This is an optimization exercise on Yosys and OpenROAD, whose aim is small area and a short achievable clock period, not a production implementation.
RTL that was checked went through simulation tests only; none was proved equivalent to the original.
Function not checked in run 2: the RTL went through the layout flow alone.
No run shown here takes its clock network from TritonCTS; it comes from the design's own scripts or RTL.
The flow treats the clock pin as an ideal source. Dropping or thinning the clock tree relies on that and would not hold on a real chip.
Power figures rest on the tool's default switching activity, not on a simulated workload.

`flow/config.mk`:
```
export PLATFORM = sky130hd
export DESIGN_NAME = buffer
export DESIGN_NICKNAME = buffer
export VERILOG_FILES = /design/flow/design.v
export SDC_FILE = /design/flow/constraint.sdc
export NUM_CORES = 4
export LEC_CHECK = 0
export CAP_MARGIN = 40
export CORE_MARGIN = 2
export CORE_UTILIZATION = 60
export PLACE_DENSITY = 0.68
export SETUP_SLACK_MARGIN = 5
export SLEW_MARGIN = 20
export SYNTH_MEMORY_MAX_BITS = 16384
```
`flow/constraint.sdc`:
```
create_clock -name core_clock -period 8.0 [get_ports {clk}]
set_input_delay 1.6000 -clock core_clock [delete_from_list [all_inputs] [get_ports {clk}]]
set_output_delay 1.6000 -clock core_clock [all_outputs]
set_load 0.01 [all_outputs]
```
`flow/design.v`:
```
module buffer
(
	input clk,
	input rst,
	input [31:0] in,
	output [31:0] out
);
	reg rst_r;
	reg [6:0] row2_r;
	reg [2:0] slot2_r;
	reg [4:0] wr_d, rd_d;
	reg [4:0] wr_1, rd_1;
	reg [4:0] wr_r, rd_r;
	reg [31:0] ring0 [0:191];
	reg [31:0] ring1 [0:47];
	reg [31:0] ring2 [0:5];
	reg [31:0] buffer_out;
	assign out = buffer_out;
	always @(*) begin
		case ({row2_r, slot2_r})
			{7'd0, 3'd0}: {wr_d, rd_d} = {5'b00000, 5'b00100};
			{7'd0, 3'd1}, {7'd0, 3'd2}, {7'd0, 3'd3}: {wr_d, rd_d} = {5'b00000, 5'b00010};
			{7'd0, 3'd4}: {wr_d, rd_d} = {5'b00000, 5'b00001};
			{7'd1, 3'd0}, {7'd6, 3'd2}, {7'd39, 3'd3}, {7'd42, 3'd0}: {wr_d, rd_d} = {5'b00100, 5'b00010};
			{7'd1, 3'd1}, {7'd1, 3'd3}, {7'd2, 3'd1}, {7'd2, 3'd3}, {7'd2, 3'd4}, {7'd3, 3'd1}, {7'd3, 3'd3}, {7'd3, 3'd4}, {7'd4, 3'd4}, {7'd5, 3'd4}, {7'd6, 3'd4}, {7'd7, 3'd4}, {7'd10, 3'd1}, {7'd13, 3'd0}, {7'd14, 3'd0}, {7'd14, 3'd1}, {7'd15, 3'd0}, {7'd15, 3'd1}, {7'd16, 3'd1}, {7'd18, 3'd0}, {7'd19, 3'd0}, {7'd20, 3'd0}, {7'd21, 3'd0}, {7'd22, 3'd0}, {7'd22, 3'd1}, {7'd23, 3'd0}, {7'd23, 3'd1}, {7'd24, 3'd0}, {7'd24, 3'd1}, {7'd25, 3'd0}, {7'd25, 3'd1}, {7'd26, 3'd0}, {7'd26, 3'd1}, {7'd26, 3'd2}, {7'd27, 3'd0}, {7'd27, 3'd1}, {7'd27, 3'd2}, {7'd28, 3'd0}, {7'd28, 3'd1}, {7'd28, 3'd2}, {7'd29, 3'd0}, {7'd29, 3'd1}, {7'd29, 3'd2}, {7'd30, 3'd0}, {7'd30, 3'd1}, {7'd30, 3'd2}, {7'd30, 3'd3}, {7'd31, 3'd0}, {7'd31, 3'd1}, {7'd31, 3'd2}, {7'd31, 3'd3}, {7'd32, 3'd0}, {7'd36, 3'd2}, {7'd37, 3'd0}, {7'd38, 3'd0}, {7'd39, 3'd0}, {7'd40, 3'd0}, {7'd43, 3'd0}: {wr_d, rd_d} = {5'b00010, 5'b00010};
			{7'd1, 3'd2}, {7'd2, 3'd0}, {7'd4, 3'd0}, {7'd7, 3'd2}, {7'd8, 3'd4}, {7'd9, 3'd3}, {7'd13, 3'd3}, {7'd14, 3'd2}, {7'd16, 3'd0}, {7'd16, 3'd2}, {7'd17, 3'd1}, {7'd17, 3'd4}, {7'd32, 3'd2}, {7'd33, 3'd0}, {7'd34, 3'd2}, {7'd35, 3'd0}, {7'd37, 3'd2}, {7'd40, 3'd3}, {7'd44, 3'd1}: {wr_d, rd_d} = {5'b00010, 5'b00001};
			{7'd1, 3'd4}, {7'd2, 3'd2}, {7'd3, 3'd0}, {7'd8, 3'd2}, {7'd9, 3'd0}, {7'd11, 3'd4}, {7'd12, 3'd3}, {7'd15, 3'd2}, {7'd16, 3'd4}, {7'd17, 3'd0}, {7'd21, 3'd1}, {7'd25, 3'd2}, {7'd29, 3'd3}, {7'd33, 3'd2}, {7'd34, 3'd0}, {7'd35, 3'd2}, {7'd36, 3'd0}, {7'd36, 3'd1}, {7'd43, 3'd1}, {7'd48, 3'd0}: {wr_d, rd_d} = {5'b00001, 5'b00010};
			{7'd3, 3'd2}: {wr_d, rd_d} = {5'b00010, 5'b10000};
			{7'd4, 3'd1}, {7'd9, 3'd2}, {7'd10, 3'd0}, {7'd11, 3'd1}, {7'd12, 3'd4}, {7'd32, 3'd1}, {7'd37, 3'd1}, {7'd41, 3'd0}, {7'd44, 3'd0}: {wr_d, rd_d} = {5'b00010, 5'b00100};
			{7'd4, 3'd2}, {7'd48, 3'd3}: {wr_d, rd_d} = {5'b10000, 5'b00100};
			{7'd4, 3'd3}, {7'd32, 3'd3}: {wr_d, rd_d} = {5'b00010, 5'b01000};
			{7'd5, 3'd0}, {7'd6, 3'd1}, {7'd11, 3'd2}, {7'd34, 3'd1}, {7'd38, 3'd3}, {7'd39, 3'd2}, {7'd40, 3'd4}, {7'd41, 3'd1}, {7'd41, 3'd3}, {7'd42, 3'd2}, {7'd46, 3'd2}, {7'd46, 3'd4}: {wr_d, rd_d} = {5'b00001, 5'b00100};
			{7'd5, 3'd1}, {7'd8, 3'd0}, {7'd10, 3'd2}, {7'd14, 3'd4}, {7'd33, 3'd1}, {7'd35, 3'd1}, {7'd36, 3'd3}, {7'd38, 3'd1}, {7'd41, 3'd2}, {7'd42, 3'd1}, {7'd43, 3'd2}, {7'd43, 3'd4}, {7'd45, 3'd0}, {7'd46, 3'd3}, {7'd47, 3'd2}: {wr_d, rd_d} = {5'b00100, 5'b00001};
			{7'd5, 3'd2}, {7'd6, 3'd0}, {7'd7, 3'd0}, {7'd7, 3'd1}, {7'd13, 3'd4}, {7'd35, 3'd3}, {7'd40, 3'd2}, {7'd41, 3'd4}, {7'd42, 3'd4}, {7'd45, 3'd3}: {wr_d, rd_d} = {5'b00100, 5'b00100};
			{7'd5, 3'd3}, {7'd33, 3'd3}, {7'd43, 3'd3}: {wr_d, rd_d} = {5'b01000, 5'b01000};
			{7'd6, 3'd3}, {7'd15, 3'd3}, {7'd48, 3'd4}: {wr_d, rd_d} = {5'b01000, 5'b00001};
			{7'd7, 3'd3}, {7'd14, 3'd3}, {7'd48, 3'd2}: {wr_d, rd_d} = {5'b00001, 5'b01000};
			{7'd8, 3'd1}, {7'd11, 3'd0}: {wr_d, rd_d} = {5'b00100, 5'b10000};
			{7'd8, 3'd3}, {7'd13, 3'd1}, {7'd13, 3'd2}: {wr_d, rd_d} = {5'b01000, 5'b00010};
			{7'd9, 3'd1}, {7'd12, 3'd0}: {wr_d, rd_d} = {5'b10000, 5'b00010};
			{7'd9, 3'd4}, {7'd10, 3'd3}, {7'd10, 3'd4}, {7'd11, 3'd3}, {7'd15, 3'd4}, {7'd16, 3'd3}, {7'd17, 3'd2}, {7'd17, 3'd3}, {7'd18, 3'd1}, {7'd18, 3'd2}, {7'd18, 3'd3}, {7'd18, 3'd4}, {7'd19, 3'd1}, {7'd19, 3'd2}, {7'd19, 3'd3}, {7'd19, 3'd4}, {7'd20, 3'd1}, {7'd20, 3'd2}, {7'd20, 3'd3}, {7'd20, 3'd4}, {7'd21, 3'd2}, {7'd21, 3'd3}, {7'd21, 3'd4}, {7'd22, 3'd2}, {7'd22, 3'd3}, {7'd22, 3'd4}, {7'd23, 3'd2}, {7'd23, 3'd3}, {7'd23, 3'd4}, {7'd24, 3'd2}, {7'd24, 3'd3}, {7'd24, 3'd4}, {7'd25, 3'd3}, {7'd25, 3'd4}, {7'd26, 3'd3}, {7'd26, 3'd4}, {7'd27, 3'd3}, {7'd27, 3'd4}, {7'd28, 3'd3}, {7'd28, 3'd4}, {7'd29, 3'd4}, {7'd30, 3'd4}, {7'd31, 3'd4}, {7'd34, 3'd4}, {7'd35, 3'd4}, {7'd36, 3'd4}, {7'd37, 3'd3}, {7'd37, 3'd4}, {7'd38, 3'd2}, {7'd38, 3'd4}, {7'd39, 3'd1}, {7'd39, 3'd4}, {7'd40, 3'd1}, {7'd44, 3'd2}, {7'd44, 3'd4}, {7'd45, 3'd1}, {7'd45, 3'd2}, {7'd45, 3'd4}, {7'd46, 3'd0}, {7'd46, 3'd1}, {7'd47, 3'd0}, {7'd47, 3'd1}, {7'd48, 3'd1}: {wr_d, rd_d} = {5'b00001, 5'b00001};
			{7'd12, 3'd1}, {7'd12, 3'd2}, {7'd42, 3'd3}, {7'd47, 3'd4}: {wr_d, rd_d} = {5'b00100, 5'b01000};
			{7'd32, 3'd4}, {7'd47, 3'd3}: {wr_d, rd_d} = {5'b00001, 5'b10000};
			{7'd33, 3'd4}: {wr_d, rd_d} = {5'b10000, 5'b00001};
			{7'd34, 3'd3}, {7'd44, 3'd3}: {wr_d, rd_d} = {5'b01000, 5'b00100};
			{7'd49, 3'd0}: {wr_d, rd_d} = {5'b00010, 5'b00000};
			{7'd49, 3'd1}, {7'd49, 3'd4}: {wr_d, rd_d} = {5'b00001, 5'b00000};
			{7'd49, 3'd2}: {wr_d, rd_d} = {5'b01000, 5'b00000};
			{7'd49, 3'd3}: {wr_d, rd_d} = {5'b00100, 5'b00000};
			default: {wr_d, rd_d} = 10'b0;
		endcase
	end
	always @(posedge clk) begin
		rst_r <= rst;
		if (rst_r) begin
			row2_r <= 7'd0;
			slot2_r <= 3'd3;
			wr_1 <= 5'b00000;
			rd_1 <= 5'b00010;
			wr_r <= 5'b00000;
			rd_r <= 5'b00010;
		end else begin
			row2_r <= slot2_r == 3'd5 ? row2_r + 7'd1 : row2_r;
			slot2_r <= slot2_r == 3'd5 ? 3'd0 : slot2_r + 3'd1;
			wr_1 <= wr_d;
			rd_1 <= rd_d;
			wr_r <= wr_1;
			rd_r <= rd_1;
		end
	end
	integer j;
	always @(posedge clk) begin
		for (j = 1; j < 192; j = j + 1)
			ring0[j] <= ring0[j-1];
		ring0[0] <= ring0[191];
		for (j = 1; j < 48; j = j + 1)
			ring1[j] <= ring1[j-1];
		ring1[0] <= ring1[47];
		for (j = 1; j < 6; j = j + 1)
			ring2[j] <= ring2[j-1];
		ring2[0] <= ring2[5];
		if (wr_r[0]) ring0[0] <= in;
		if (wr_r[1]) ring0[25] <= in;
		if (wr_r[2]) ring1[0] <= in;
		if (wr_r[3]) ring1[28] <= in;
		if (wr_r[4]) ring2[0] <= in;
	end
	always @(posedge clk)
		buffer_out <= ({32{rd_r[0]}} & ring0[185])
			| ({32{rd_r[1]}} & ring0[18])
			| ({32{rd_r[2]}} & ring1[41])
			| ({32{rd_r[3]}} & ring1[21])
			| ({32{rd_r[4]}} & ring2[5]);
endmodule
```
`flow/flow/run.sh`:
```
#!/bin/bash
# Standard layout (standard.sh), except that the clock tree is built by flow/cts_hook.tcl
# instead of TritonCTS, and flow/cts_post_hook.tcl splits any leaf cluster whose clock-pin
# slew came out high after legalization.  make's output goes to standard.log; ORFS keeps
# each step's log under orfs/logs/.
set -e
here=$(pwd)
V=sky130_fd_sc_hd__inv_16
C=sky130_fd_sc_hd__clkinv_16
export CTREE_DIR=$here/flow
# fanout per level, leaf level first; the top level's 4 cells hang on the clock port
export CTREE_FANOUTS="36 5 4 3"
export CTREE_CELLS="$V $V $C $V"
export CTREE_MAXD_UM=120
export CTREE_SLEW_NS=0.105
bash standard.sh PRE_CTS_TCL=$here/flow/cts_hook.tcl POST_CTS_TCL=$here/flow/cts_post_hook.tcl SETUP_SLACK_MARGIN=5.6 finish > standard.log 2>&1
```
`flow/flow/ctree.tcl`:
```
# Build a balanced clock tree by recursive bisection.
# Globals: TREE_FANOUTS (list, leaf level first), TREE_CELLS (list of masters per level, leaf first)
proc ctree_split {items nclus {maxd 0}} {
  # items: list of {x y payload}; returns nclus groups (more when maxd > 0 and a group's
  # bounding box half-perimeter, in dbu, is larger than maxd)
  set xs [lmap it $items {lindex $it 0}]
  set ys [lmap it $items {lindex $it 1}]
  set dx [expr {[tcl::mathfunc::max {*}$xs] - [tcl::mathfunc::min {*}$xs]}]
  set dy [expr {[tcl::mathfunc::max {*}$ys] - [tcl::mathfunc::min {*}$ys]}]
  if {$nclus <= 1} {
    if {$maxd <= 0 || $dx + $dy <= $maxd || [llength $items] < 2} { return [list $items] }
    set nclus 2
  }
  set ax [expr {$dx >= $dy ? 0 : 1}]
  set sorted [lsort -integer -index $ax $items]
  set c1 [expr {$nclus / 2}]
  set n1 [expr {int(round(double([llength $items]) * $c1 / $nclus))}]
  set a [lrange $sorted 0 [expr {$n1 - 1}]]
  set b [lrange $sorted $n1 end]
  return [concat [ctree_split $a $c1 $maxd] [ctree_split $b [expr {$nclus - $c1}] $maxd]]
}
proc ctree_build {fanouts cells {maxd_um 0}} {
  set db [ord::get_db]
  set block [ord::get_db_block]
  set clk [$block findNet clk]
  # sinks: every iterm on clk
  set items {}
  foreach it [$clk getITerms] {
    set inst [$it getInst]
    set bb [$inst getBBox]
    lappend items [list [expr {([$bb xMin] + [$bb xMax]) / 2}] [expr {([$bb yMin] + [$bb yMax]) / 2}] $it]
  }
  set level 0
  set core [$block getCoreArea]
  while {1} {
    set fo [lindex $fanouts $level]
    set cellname [lindex $cells $level]
    set master [$db findMaster $cellname]
    set n [llength $items]
    set nclus [expr {($n + $fo - 1) / $fo}]
    if {$level == [llength $fanouts] - 1 && $fo >= $n} { set nclus 1 }
    set maxd [expr {$level == 0 ? int($maxd_um * [$block getDbUnitsPerMicron]) : 0}]
    set groups [ctree_split $items $nclus $maxd]
    set next {}
    set gi 0
    foreach g $groups {
      set sx 0; set sy 0
      foreach it $g { incr sx [lindex $it 0]; incr sy [lindex $it 1] }
      set cx [expr {$sx / [llength $g]}]
      set cy [expr {$sy / [llength $g]}]
      set name "ctree_L${level}_$gi"
      set inst [odb::dbInst_create $block $master $name]
      set w [$master getWidth]; set h [$master getHeight]
      set x [expr {max([$core xMin], min([$core xMax] - $w, $cx - $w / 2))}]
      set y [expr {max([$core yMin], min([$core yMax] - $h, $cy - $h / 2))}]
      $inst setLocation $x $y
      $inst setPlacementStatus PLACED
      set net [odb::dbNet_create $block "ctree_net_L${level}_$gi"]
      $net setSigType CLOCK
      foreach it $g {
        set p [lindex $it 2]
        $p disconnect
        $p connect $net
      }
      set out ""; set inp ""
      foreach t [$inst getITerms] {
        if {[$t isOutputSignal]} { set out $t } elseif {[$t isInputSignal]} { set inp $t }
      }
      $out connect $net
      lappend next [list $cx $cy $inp]
      incr gi
    }
    puts "ctree level $level: [llength $groups] x $cellname"
    set items $next
    incr level
    if {$level == [llength $fanouts]} { break }
  }
  if {[llength $items] > 4} { error "ctree: [llength $items] top-level cells, at most 4 allowed" }
  foreach it $items { [lindex $it 2] connect $clk }
}

# After legalization: split any leaf cluster whose flip-flop clock pins see a slew above
# limit_ns (placement parasitics) into two, driven by two cells of the same type.
proc ctree_fix_slew {limit_ns} {
  set db [ord::get_db]
  set block [ord::get_db_block]
  estimate_parasitics -placement
  set nsplit 0
  foreach net [$block getNets] {
    if {![string match ctree_net_L0_* [$net getName]]} { continue }
    set worst 0
    set sinks {}
    set drv ""
    foreach it [$net getITerms] {
      if {[$it isOutputSignal]} { set drv $it; continue }
      set pin [get_pins -quiet [$it getName]]
      foreach e {rise fall} {
        set s [get_property $pin slew_max_$e]
        if {$s > $worst} { set worst $s }
      }
      set bb [[$it getInst] getBBox]
      lappend sinks [list [expr {([$bb xMin] + [$bb xMax]) / 2}] [expr {([$bb yMin] + [$bb yMax]) / 2}] $it]
    }
    if {$worst <= $limit_ns} { continue }
    set dinst [$drv getInst]
    set master [$dinst getMaster]
    set inp ""
    foreach t [$dinst getITerms] { if {[$t isInputSignal]} { set inp $t } }
    set parent [$inp getNet]
    set groups [ctree_split $sinks 2]
    set g [lindex $groups 1]
    set sx 0; set sy 0
    foreach it $g { incr sx [lindex $it 0]; incr sy [lindex $it 1] }
    set cx [expr {$sx / [llength $g]}]; set cy [expr {$sy / [llength $g]}]
    set name "[$dinst getName]_split"
    set inst [odb::dbInst_create $block $master $name]
    $inst setLocation [expr {$cx - [$master getWidth] / 2}] [expr {$cy - [$master getHeight] / 2}]
    $inst setPlacementStatus PLACED
    set nnet [odb::dbNet_create $block "[$net getName]_split"]
    $nnet setSigType CLOCK
    foreach it $g { set p [lindex $it 2]; $p disconnect; $p connect $nnet }
    foreach t [$inst getITerms] {
      if {[$t isOutputSignal]} { $t connect $nnet } elseif {[$t isInputSignal]} { $t connect $parent }
    }
    # move the original driver to the centroid of the sinks it keeps
    set g0 [lindex $groups 0]
    set sx 0; set sy 0
    foreach it $g0 { incr sx [lindex $it 0]; incr sy [lindex $it 1] }
    $dinst setLocation [expr {$sx / [llength $g0] - [$master getWidth] / 2}] [expr {$sy / [llength $g0] - [$master getHeight] / 2}]
    incr nsplit
    puts "ctree: split [$net getName] (slew [format %.3f $worst] ns)"
  }
  puts "ctree: split $nsplit leaf clusters"
  if {$nsplit} { detailed_placement }
}
```
`flow/flow/cts_hook.tcl`:
```
# Sourced by ORFS cts.tcl (PRE_CTS_TCL) before clock_tree_synthesis: replace TritonCTS by a
# balanced inverter tree built by recursive bisection of the flip-flops (flow/ctree.tcl).
source $::env(CTREE_DIR)/ctree.tcl
rename clock_tree_synthesis _tritoncts_unused
proc clock_tree_synthesis {args} {
  ctree_build $::env(CTREE_FANOUTS) $::env(CTREE_CELLS) $::env(CTREE_MAXD_UM)
  set_propagated_clock [all_clocks]
}
```
`flow/flow/cts_post_hook.tcl`:
```
# Sourced by ORFS cts.tcl (POST_CTS_TCL) after legalization and timing repair: split leaf
# clusters whose clock-pin slew came out high after legalization moved their flip-flops.
source $::env(CTREE_DIR)/ctree.tcl
ctree_fix_slew $::env(CTREE_SLEW_NS)
```
`flow/standard.sh`:
```
#!/bin/bash
# synth_recipe.tcl (not shown) runs the flow's synth.tcl, then flattens the netlist and writes it again
# the make line also repeats each setting of config.mk as NAME=value (left out here)
make -C /OpenROAD-flow-scripts/flow DESIGN_CONFIG=/design/flow/config.mk WORK_HOME=/design/flow/orfs CLKGATE_MAP_FILE= SYNTH_SCRIPT=/design/flow/synth_recipe.tcl "${@:-finish}"
```
==> flow_metrics.py, run 1 <==
metrics = {
    "critical_path": {
        "crit_family": "flip-flops",
        "crit_slowest_cell": "dfxtp_1",
        "r2r_start": "slot2_r[1]",
        "crit_buf_inv": 1,
        "slowest_delay_ns": 0.32,
        "cp.required_ns": 6.40,
        "worstPathMaxFanout": 1,
        "r2r_cells": 10,
        "critical_path.cell_chain": "buf_2",
        "r2r_end": "rd_1[0]",
        "arrival_ns": 0.87,
        "reg2reg_slack_ns": 5.65,
        "critPathKind": "flop to output pin",
        "critPathCaptureType": "output pin",
        "crit_path_start_kind": "flop",
    },
    "floorplanning": {
        "initial_utilization": 0.601,
        "core_area_sq_um": 273000,
        "die_h_um": 527,
        "design.die.area_sq_um": 278000,
        "die_x_um": 527,
        "num_io_pins": 66,
        "rows": 192,
    },
    "sta": {
        "fmax_mhz": 404,
        "skew_ns": 0.0531,
        "holdWs_ns": 0.275,
        "tightest_slew_ns": 0.856,
        "finalHoldViolCount": 0,
        "period_share": 0.309,
        "maxSlewHeadroom": 0.429,
        "finalSetupViolCount": 0,
        "finalWorstSetupSlack_ns": 5.53,
        "grt_setup_unrepaired": "yes",
        "post-route-min-period_ns": 2.47,
        "slew_violations": 0,
        "fin_setup_tns_ns": 0,
    },
    "synth": {
        "yosysUniqueCellTypes": 68,
        "syn_avg_cell_area_sq_um": 19.0,
        "yosysSeqAreaShare": 0.968,
        "synth_edf_count": 0,
        "synthArstFlopShare": 0,
        "synth_cells": 8659,
        "syn_area_sq_um": 164000,
        "ys_ff_latch": 7935,
        "syn-num-nets": 8703,
        "ys.flop_type": "dfxtp_1",
        "yosys_warnings": 4,
    },
    "grt": {
        "grt_pass1_vias": 53400,
        "grt_use_total": 0.140,
        "grt_overflow_total": 0,
        "grt_pass1_wl_mm": 308,
        "antenna_found_initial": 25,
        "grt_max_degree": 43,
    },
    "worst_hold_path": {
        "min_path_cells": 0,
        "hp-class": "flop to flop",
        "worstHoldEndpoint": "ring0[54][9]",
        "min-delay-start": "ring0[53][9]",
    },
    "drt": {
        "ant_nets": 0,
        "dr_total_vias": 53800,
        "drc": 0,
        "avgViaCountPerCell": 4.28,
        "wl_per_cell_um": 15.8,
        "dr.pass1.iters": 5,
        "routed_wl_mm": 199,
        "first_iter_violations": 2563,
    },
    "placed_design": {
        "hpwl_mm": 107,
        "io_buffer_count": 65,
        "dpl_cell_area_sq_um": 169000,
        "dp_slack_ns": 4.50,
        "gp_congestion": 0.732,
    },
    "power_and_ir_drop": {
        "power_leakage_nw": 69.3,
        "ir_drop_mv": 0.241,
        "power.density_nw_per_um2": 319,
    },
    "finish": {
        "final_common_cell": "dfxtp_1",
        "utilization": 0.643,
        "drive_gt1_frac": 0.0671,
        "num-nets-final": 9015,
        "syn2layout_area_growth_pct": 6.91,
        "multi_input_area_sq_um": 4950,
        "fillCellCount": 18600,
        "fin_area_sq_um": 175000,
        "layout_common_cells": "dfxtp_1 (7,907), inv_16 (279), mux2_2 (163)",
        "seqCellArea_sq_um": 159000,
    },
    "run": {
        "drv_cap": 0,
    },
    "clock_tree": {
        "clk_pin_slew_ns": 0.10,
        "worstSkewPairLatency_ns": 0.42,
    },
    "status": {
        "outcome": "finished clean",
    },
}
layout make-up:
class | instances | area share
multi-input cells | 625 | 0.0282
repair buffers | 109 | 0.00621
diodes | 7 | 0.0000998
inverters | 300 | 0.0341
well taps | 3589 | 0.0256
flip-flops and latches | 7935 | 0.906
worst max-delay path by stage:
stage                        start      end  slack (ns)  cells past startpoint
floorplan               slot2_r[1]  rd_1[2]        5.66                     11
global placement        slot2_r[0]  wr_1[1]        4.27                      9
detailed placement      slot2_r[0]  wr_1[0]        4.50                      8
global route        buffer_out[28]  out[28]        5.47                      1
finish              buffer_out[27]  out[27]        5.53                      1
stage by stage:
stage,cells,power [mW]
finish,12600,56.0
global route,12600,57.9
detailed placement,12200,41.0
global placement,12200,41.0
floorplan,8659,40.8
synth_stat cells (5+ instances only):
cell,instances,area share
o21ai_0,30,0.00091
mux2_2,163,0.011
nor3_1,14,0.00043
a222oi_1,32,0.0020
a211o_1,5,0.00027
inv_1,7,0.00016
a31oi_1,8,0.00030
o311ai_0,5,0.00027
buf_4,10,0.00046
a21oi_1,32,0.00098
nand3_1,13,0.00040
o22ai_1,14,0.00053
nor2b_1,19,0.00072
a211oi_1,7,0.00032
or3_1,5,0.00019
mux2i_1,10,0.00061
dfxtp_1,7935,0.97
buf_1,17,0.00039
buf_2,25,0.00076
buf_6,6,0.00041
nand2_1,77,0.0018
o21ai_1,6,0.00018
clkbuf_1,32,0.00073
o211ai_1,11,0.00050
nor2_1,42,0.00096
ha_1,10,0.00076
nand2b_1,13,0.00050
a22oi_1,34,0.0016
sequential cells by signal, summed over array words and instances, names as in the netlist, 7 cells and up:
name,count
ring2,192
ring1,1536
ring0,6144
buffer_out,32
row2_r,7
kinds of logic after synthesis:
kind of cell | share of synthesized area
buffers and inverters | 0.00296
flip-flops | 0.968
adder cells (fa/ha/maj) | 0.000762
XOR/XNOR | 0.000320
AND/OR/NAND/NOR | 0.00629
multiplexers | 0.0119
AO/OA/AOI/OAI | 0.00980
routing by layer:
layer	track usage	share of wire
met1	0.225	0.54
met2	0.201	0.40
met5	0	0
met4	0.0346	0.027
met3	0.0202	0.034
power by group:
part           switching [mW]  internal, mW
combinational           0.250         0.142
sequential             0.0636          39.7
clock                    13.4          2.45
total                    13.7          42.2
==> inputs of run 2 (changes only) <==
==> flow/design.v (replaced) <==
module buffer
(
	input clk,
	input rst,
	input [31:0] in,
	output [31:0] out
);
	reg rst_r;
	reg [6:0] row2_r;
	reg [2:0] slot2_r;
	reg [5:0] wr_d, rd_d;
	reg [5:0] wr_1, rd_1;
	reg [5:0] wr_r, rd_r;
	reg [31:0] ring0 [0:191];
	reg [31:0] ring1 [0:47];
	reg [31:0] ring2 [0:2];
	reg [31:0] ring3 [0:1];
	reg [31:0] buffer_out;
	assign out = buffer_out;
	always @(*) begin
		case ({row2_r, slot2_r})
			{7'd0, 3'd0}: {wr_d, rd_d} = {6'b000000, 6'b001000};
			{7'd0, 3'd1}, {7'd0, 3'd2}, {7'd0, 3'd4}: {wr_d, rd_d} = {6'b000000, 6'b000001};
			{7'd0, 3'd3}: {wr_d, rd_d} = {6'b000000, 6'b000010};
			{7'd1, 3'd0}, {7'd10, 3'd0}, {7'd14, 3'd0}, {7'd16, 3'd0}, {7'd16, 3'd1}, {7'd39, 3'd0}, {7'd43, 3'd0}: {wr_d, rd_d} = {6'b001000, 6'b000010};
			{7'd1, 3'd1}, {7'd3, 3'd3}, {7'd5, 3'd2}, {7'd8, 3'd0}, {7'd8, 3'd1}, {7'd8, 3'd4}, {7'd9, 3'd3}, {7'd11, 3'd4}, {7'd13, 3'd1}, {7'd15, 3'd2}, {7'd15, 3'd4}, {7'd17, 3'd3}, {7'd18, 3'd2}, {7'd20, 3'd3}, {7'd22, 3'd2}, {7'd24, 3'd2}, {7'd26, 3'd2}, {7'd27, 3'd1}, {7'd31, 3'd1}, {7'd37, 3'd1}, {7'd43, 3'd3}, {7'd45, 3'd3}: {wr_d, rd_d} = {6'b000001, 6'b000010};
			{7'd1, 3'd2}, {7'd2, 3'd3}, {7'd4, 3'd2}, {7'd4, 3'd4}, {7'd6, 3'd1}, {7'd7, 3'd1}, {7'd10, 3'd4}, {7'd17, 3'd2}, {7'd18, 3'd4}, {7'd19, 3'd3}, {7'd19, 3'd4}, {7'd20, 3'd4}, {7'd21, 3'd4}, {7'd22, 3'd4}, {7'd23, 3'd4}, {7'd24, 3'd4}, {7'd25, 3'd4}, {7'd26, 3'd4}, {7'd27, 3'd3}, {7'd27, 3'd4}, {7'd28, 3'd2}, {7'd28, 3'd3}, {7'd28, 3'd4}, {7'd29, 3'd3}, {7'd29, 3'd4}, {7'd30, 3'd3}, {7'd30, 3'd4}, {7'd31, 3'd3}, {7'd31, 3'd4}, {7'd32, 3'd3}, {7'd34, 3'd4}, {7'd36, 3'd3}, {7'd37, 3'd3}, {7'd38, 3'd2}, {7'd38, 3'd3}, {7'd38, 3'd4}, {7'd39, 3'd2}, {7'd39, 3'd3}, {7'd40, 3'd2}, {7'd42, 3'd3}, {7'd43, 3'd2}, {7'd44, 3'd4}, {7'd45, 3'd4}, {7'd48, 3'd4}: {wr_d, rd_d} = {6'b000001, 6'b000001};
			{7'd1, 3'd3}, {7'd2, 3'd1}, {7'd3, 3'd4}, {7'd5, 3'd1}, {7'd7, 3'd0}, {7'd7, 3'd4}, {7'd9, 3'd1}, {7'd9, 3'd4}, {7'd14, 3'd2}, {7'd14, 3'd4}, {7'd16, 3'd2}, {7'd16, 3'd3}, {7'd17, 3'd4}, {7'd18, 3'd3}, {7'd21, 3'd2}, {7'd23, 3'd2}, {7'd23, 3'd3}, {7'd25, 3'd2}, {7'd26, 3'd1}, {7'd26, 3'd3}, {7'd27, 3'd2}, {7'd30, 3'd1}, {7'd35, 3'd0}, {7'd36, 3'd1}, {7'd44, 3'd3}, {7'd45, 3'd1}, {7'd46, 3'd3}, {7'd48, 3'd0}: {wr_d, rd_d} = {6'b000010, 6'b000001};
			{7'd1, 3'd4}, {7'd47, 3'd3}: {wr_d, rd_d} = {6'b000001, 6'b100000};
			{7'd2, 3'd0}, {7'd5, 3'd0}, {7'd5, 3'd3}, {7'd7, 3'd3}, {7'd11, 3'd3}, {7'd33, 3'd0}, {7'd33, 3'd1}, {7'd35, 3'd2}, {7'd39, 3'd1}, {7'd40, 3'd0}, {7'd46, 3'd0}, {7'd47, 3'd2}: {wr_d, rd_d} = {6'b000010, 6'b000100};
			{7'd2, 3'd2}, {7'd3, 3'd1}, {7'd5, 3'd4}, {7'd10, 3'd1}, {7'd14, 3'd3}, {7'd32, 3'd4}, {7'd33, 3'd3}, {7'd35, 3'd4}, {7'd36, 3'd0}, {7'd39, 3'd4}, {7'd40, 3'd3}, {7'd41, 3'd2}, {7'd41, 3'd4}, {7'd46, 3'd1}, {7'd46, 3'd4}: {wr_d, rd_d} = {6'b000001, 6'b000100};
			{7'd2, 3'd4}: {wr_d, rd_d} = {6'b100000, 6'b000010};
			{7'd3, 3'd0}, {7'd4, 3'd1}, {7'd6, 3'd0}, {7'd6, 3'd3}, {7'd6, 3'd4}, {7'd15, 3'd3}, {7'd31, 3'd2}, {7'd34, 3'd0}, {7'd34, 3'd1}, {7'd37, 3'd0}, {7'd41, 3'd0}, {7'd41, 3'd1}, {7'd46, 3'd2}, {7'd47, 3'd0}, {7'd47, 3'd1}, {7'd48, 3'd2}: {wr_d, rd_d} = {6'b000100, 6'b000010};
			{7'd3, 3'd2}, {7'd8, 3'd3}, {7'd13, 3'd3}, {7'd33, 3'd4}, {7'd35, 3'd3}, {7'd37, 3'd2}, {7'd37, 3'd4}, {7'd40, 3'd4}, {7'd41, 3'd3}, {7'd42, 3'd2}, {7'd43, 3'd4}, {7'd47, 3'd4}: {wr_d, rd_d} = {6'b000100, 6'b000001};
			{7'd4, 3'd0}, {7'd4, 3'd3}, {7'd6, 3'd2}, {7'd7, 3'd2}, {7'd8, 3'd2}, {7'd9, 3'd2}, {7'd10, 3'd2}, {7'd10, 3'd3}, {7'd11, 3'd2}, {7'd12, 3'd2}, {7'd12, 3'd4}, {7'd13, 3'd2}, {7'd13, 3'd4}, {7'd14, 3'd1}, {7'd16, 3'd4}, {7'd17, 3'd0}, {7'd17, 3'd1}, {7'd18, 3'd0}, {7'd18, 3'd1}, {7'd19, 3'd0}, {7'd19, 3'd1}, {7'd19, 3'd2}, {7'd20, 3'd0}, {7'd20, 3'd1}, {7'd20, 3'd2}, {7'd21, 3'd0}, {7'd21, 3'd1}, {7'd21, 3'd3}, {7'd22, 3'd0}, {7'd22, 3'd1}, {7'd22, 3'd3}, {7'd23, 3'd0}, {7'd23, 3'd1}, {7'd24, 3'd0}, {7'd24, 3'd1}, {7'd25, 3'd0}, {7'd25, 3'd1}, {7'd26, 3'd0}, {7'd27, 3'd0}, {7'd28, 3'd0}, {7'd28, 3'd1}, {7'd29, 3'd0}, {7'd29, 3'd1}, {7'd30, 3'd0}, {7'd31, 3'd0}, {7'd32, 3'd0}, {7'd32, 3'd1}, {7'd34, 3'd2}, {7'd35, 3'd1}, {7'd38, 3'd1}, {7'd42, 3'd1}, {7'd43, 3'd1}, {7'd44, 3'd0}, {7'd44, 3'd1}, {7'd45, 3'd0}: {wr_d, rd_d} = {6'b000010, 6'b000010};
			{7'd9, 3'd0}, {7'd11, 3'd0}, {7'd15, 3'd0}, {7'd15, 3'd1}, {7'd38, 3'd0}, {7'd42, 3'd0}: {wr_d, rd_d} = {6'b000010, 6'b001000};
			{7'd11, 3'd1}: {wr_d, rd_d} = {6'b000100, 6'b001000};
			{7'd12, 3'd0}, {7'd13, 3'd0}: {wr_d, rd_d} = {6'b001000, 6'b001000};
			{7'd12, 3'd1}: {wr_d, rd_d} = {6'b001000, 6'b000001};
			{7'd12, 3'd3}, {7'd34, 3'd3}, {7'd36, 3'd2}, {7'd36, 3'd4}, {7'd40, 3'd1}, {7'd42, 3'd4}: {wr_d, rd_d} = {6'b000100, 6'b000100};
			{7'd24, 3'd3}: {wr_d, rd_d} = {6'b000001, 6'b010000};
			{7'd25, 3'd3}, {7'd33, 3'd2}: {wr_d, rd_d} = {6'b010000, 6'b000010};
			{7'd29, 3'd2}, {7'd44, 3'd2}: {wr_d, rd_d} = {6'b000001, 6'b001000};
			{7'd30, 3'd2}, {7'd45, 3'd2}: {wr_d, rd_d} = {6'b001000, 6'b000100};
			{7'd32, 3'd2}, {7'd48, 3'd1}: {wr_d, rd_d} = {6'b000010, 6'b010000};
			{7'd48, 3'd3}: {wr_d, rd_d} = {6'b100000, 6'b001000};
			{7'd49, 3'd0}, {7'd49, 3'd4}: {wr_d, rd_d} = {6'b000001, 6'b000000};
			{7'd49, 3'd1}: {wr_d, rd_d} = {6'b010000, 6'b000000};
			{7'd49, 3'd2}: {wr_d, rd_d} = {6'b000010, 6'b000000};
			{7'd49, 3'd3}: {wr_d, rd_d} = {6'b001000, 6'b000000};
			default: {wr_d, rd_d} = 12'b0;
		endcase
	end
	always @(posedge clk) begin
		rst_r <= rst;
		if (rst_r) begin
			row2_r <= 7'd0;
			slot2_r <= 3'd3;
			wr_1 <= 6'b000000;
			rd_1 <= 6'b000001;
			wr_r <= 6'b000000;
			rd_r <= 6'b000001;
		end else begin
			row2_r <= slot2_r == 3'd5 ? row2_r + 7'd1 : row2_r;
			slot2_r <= slot2_r == 3'd5 ? 3'd0 : slot2_r + 3'd1;
			wr_1 <= wr_d;
			rd_1 <= rd_d;
			wr_r <= wr_1;
			rd_r <= rd_1;
		end
	end
	integer j;
	always @(posedge clk) begin
		for (j = 1; j < 192; j = j + 1)
			ring0[j] <= ring0[j-1];
		ring0[0] <= ring0[191];
		for (j = 1; j < 48; j = j + 1)
			ring1[j] <= ring1[j-1];
		ring1[0] <= ring1[47];
		for (j = 1; j < 3; j = j + 1)
			ring2[j] <= ring2[j-1];
		ring2[0] <= ring2[2];
		for (j = 1; j < 2; j = j + 1)
			ring3[j] <= ring3[j-1];
		ring3[0] <= ring3[1];
		if (wr_r[0]) ring0[0] <= in;
		if (wr_r[1]) ring0[139] <= in;
		if (wr_r[2]) ring1[0] <= in;
		if (wr_r[3]) ring1[1] <= in;
		if (wr_r[4]) ring2[0] <= in;
		if (wr_r[5]) ring3[0] <= in;
	end
	always @(posedge clk)
		buffer_out <= ({32{rd_r[0]}} & ring0[185])
			| ({32{rd_r[1]}} & ring0[132])
			| ({32{rd_r[2]}} & ring1[41])
			| ({32{rd_r[3]}} & ring1[42])
			| ({32{rd_r[4]}} & ring2[2])
			| ({32{rd_r[5]}} & ring3[1]);
endmodule
==> run 2 against run 1 <==
Register-to-register slack is essentially flat. Setup slack gained 0.0039 ns. Total power is essentially flat. Global-route usage grew 0.60 points. Still clean. Design area grew 0.39%. Critical endpoint is now out[7]. Cell count grew 0.74%.
==> flow_metrics.py, run 2 <==
metrics = {
    "critical_path": {
        "crit_family": "flip-flops",
        "r2r_cells": 10,
        "r2r_start": "slot2_r[0]",
        "critPathCaptureType": "output pin",
        "crit_slowest_cell": "dfxtp_2",
        "reg2reg_slack_ns": 5.64,
        "arrival_ns": 0.87,
        "critical_path.cell_chain": "buf_6",
        "crit_path_start_kind": "flop",
        "critPathKind": "flop to output pin",
        "cp.depth": 1,
        "slowest_delay_ns": 0.33,
        "crit_buf_inv": 1,
        "r2r_end": "wr_1[0]",
        "startpoint": "buffer_out[7]",
        "cp.required_ns": 6.40,
        "worstPathMaxFanout": 1,
        "setup.worst_path.end": "out[7]",
    },
    "worst_hold_path": {
        "min_path_cells": 0,
        "hp-class": "flop to flop",
        "min-delay-start": "ring1[11][26]",
    },
    "floorplanning": {
        "core_area_sq_um": 273000,
        "die_x_um": 527,
        "num_io_pins": 66,
        "die_h_um": 527,
        "rows": 192,
        "initial_utilization": 0.602,
        "design.die.area_sq_um": 278000,
    },
    "synth": {
        "ys.flop_type": "dfxtp_1",
        "syn_area_sq_um": 164000,
        "synthTopCellsByArea": "dfxtp_1 (96%), mux2_2 (1.3%), a22oi_1 (0.45%)",
        "synthArstFlopShare": 0,
        "synth_edf_count": 0,
        "yosys_warnings": 5,
        "synth_commonest_cells": "dfxtp_1 (7,907), mux2_2 (195), a22oi_1 (98)",
        "synth_cells": 8715,
        "yosysSeqAreaShare": 0.964,
        "ys_ff_latch": 7907,
        "synth.top_cell.area_share": 0.964,
        "synthMostInstantiatedCell": "dfxtp_1",
        "yosysUniqueCellTypes": 71,
        "syn-num-nets": 8759,
        "syn_avg_cell_area_sq_um": 18.9,
        "yosys.area.top_type": "dfxtp_1",
    },
    "power_and_ir_drop": {
        "power_leakage_nw": 69.4,
        "power.density_nw_per_um2": 318,
        "ir_drop_mv": 0.235,
        "total_power_mw": 56.0,
    },
    "sta": {
        "grt_setup_unrepaired": "yes",
        "slew_violations": 0,
        "skew_ns": 0.0664,
        "fin_setup_tns_ns": 0,
        "maxSlewHeadroom": 0.409,
        "fmax_mhz": 405,
        "finalHoldViolCount": 0,
        "period_share": 0.309,
        "post-route-min-period_ns": 2.47,
        "finalSetupViolCount": 0,
        "tightest_slew_ns": 0.887,
    },
    "finish": {
        "num-nets-final": 9099,
        "final_common_cell": "dfxtp_1",
        "top_register": "ring0",
        "layout_common_cells": "dfxtp_1 (7,870), inv_16 (278), mux2_2 (194)",
        "top_regs": "ring0: 6144 flops, ring1: 1536 flops, ring2: 96 flops",
        "fin_area_sq_um": 176000,
        "fillCellCount": 18400,
        "drive_gt1_frac": 0.0767,
        "largest_reg_flops": 6144,
        "syn2layout_area_growth_pct": 7.22,
    },
    "clock_tree": {
        "worstSkewPairLatency_ns": 0.44,
        "clk_pin_slew_ns": 0.10,
    },
    "drt": {
        "drc": 0,
        "met3WireLength_mm": 6.51,
        "routed_wl_mm": 208,
        "routedLengthMet1_mm": 110,
        "wl_per_cell_um": 16.4,
        "dr_total_vias": 54500,
        "highest_layer": "met4",
        "dr.pass1.iters": 5,
        "ant_nets": 0,
        "avgViaCountPerCell": 4.31,
        "first_iter_violations": 2504,
        "wl_met2_mm": 85.6,
    },
    "placed_design": {
        "dpl_cell_area_sq_um": 169000,
        "hpwl_mm": 115,
        "gp_congestion": 0.774,
        "io_buffer_count": 65,
    },
    "grt": {
        "grt_pass1_wl_mm": 319,
        "grt_overflow_total": 0,
        "antenna_found_initial": 22,
        "grt_pass1_vias": 53900,
        "grt_use_total": 0.146,
        "grt_max_degree": 47,
    },
    "run": {
        "drv_cap": 0,
    },
    "status": {
        "outcome": "finished clean",
    },
}
run 2: kinds of logic after synthesis:
group           synth area share
buf+inv                  0.00294
mux                       0.0140
simple gates             0.00644
compound gates            0.0120
flops                      0.964
fa+ha+maj               0.000762
xor+xnor                0.000320
run 2: report_power, final:
group / total [mW] / switching [mW] / internal [mW]
Clock: 15.8 / 13.4 / 2.45
Sequential: 39.6 / 0.0775 / 39.5
Combinational: 0.575 / 0.353 / 0.221
Total: 56.0 / 13.8 / 42.2
run 2: worst min path at each step:
stage                endpoint
2_1_floorplan   ring0[100][0]
3_3_place_gp     ring0[63][2]
3_5_place_dp    ring0[106][8]
5_1_grt        ring0[181][14]
6_report        ring1[12][26]
run 2: stage by stage:
stage	utilization	hold WS [ns]	instances	setup slack, ns
2_1_floorplan	-	0.310	8715	5.73
6_report	0.645	0.280	12700	5.53
3_5_place_dp	0.621	0.312	12300	4.60
3_3_place_gp	0.620	0.309	12300	4.22
5_1_grt	0.645	0.289	12600	5.47
run 2: worst register-to-register path: cells and delay by family (launching register included):
| family | cells | cell delay, ns |
|---|---|---|
| AOI/OAI and AO/OA | 4 | 0.98 |
| adders and majority gates | 1 | 0.24 |
| buffers and inverters | 3 | 0.41 |
| DFF | 1 | 0.35 |
| and+or+nand+nor | 2 | 0.22 |
run 2: layout make-up:
| type | count | area, sq um | area share |
|---|---|---|---|
| well taps | 3589 | 4490 | 0.0255 |
| inverters | 300 | 5980 | 0.0339 |
| repair buffers | 141 | 1460 | 0.00830 |
| diodes | 16 | 40.0 | 0.000227 |
| flip-flops and latches | 7907 | 158000 | 0.899 |
| multi-input cells | 705 | 5790 | 0.0329 |
run 2: routing by layer:
metal	GRT usage	vias to the layer above
met2	0.217	553
met1	0.229	25700
met3	0.0190	371
li1	-	27900
met5	0	-
met4	0.0364	0

-- re-timing with driven ports --
No port has a modelled driver above. Below, the same layouts with a new extraction and two added sets of constraints. Step 1 (the two cells are an assumption about what drives the block):
set clk [get_ports {clk}]
set_driving_cell -lib_cell sky130_fd_sc_hd__clkbuf_16 $clk
set_driving_cell -lib_cell sky130_fd_sc_hd__buf_2 [delete_from_list [all_inputs] $clk]
Step 2 times the ports against the registers' clock, not the clock port: input delays grow and output delays shrink by t, the midpoint of the rising clock arrivals with the driver on. a / b / c = no drivers / after step 1 / after step 2; a / b = the first two.
run	t, ns	setup slack, ns	worst register clock-pin slew, ns	worst slew at a driven data input, ns	cell pins on the clock port's net
run 1	0.685	5.525 / 5.238 / 5.369	0.11 / 0.11	0.18	4
run 2	0.675	5.529 / 5.244 / 5.351	0.11 / 0.11	0.18	4
After both steps every run listed still meets setup and hold. For run 2, which loses most, drivers alone change the setup slack by -0.285 ns; drivers and shift together by -0.178 ns.
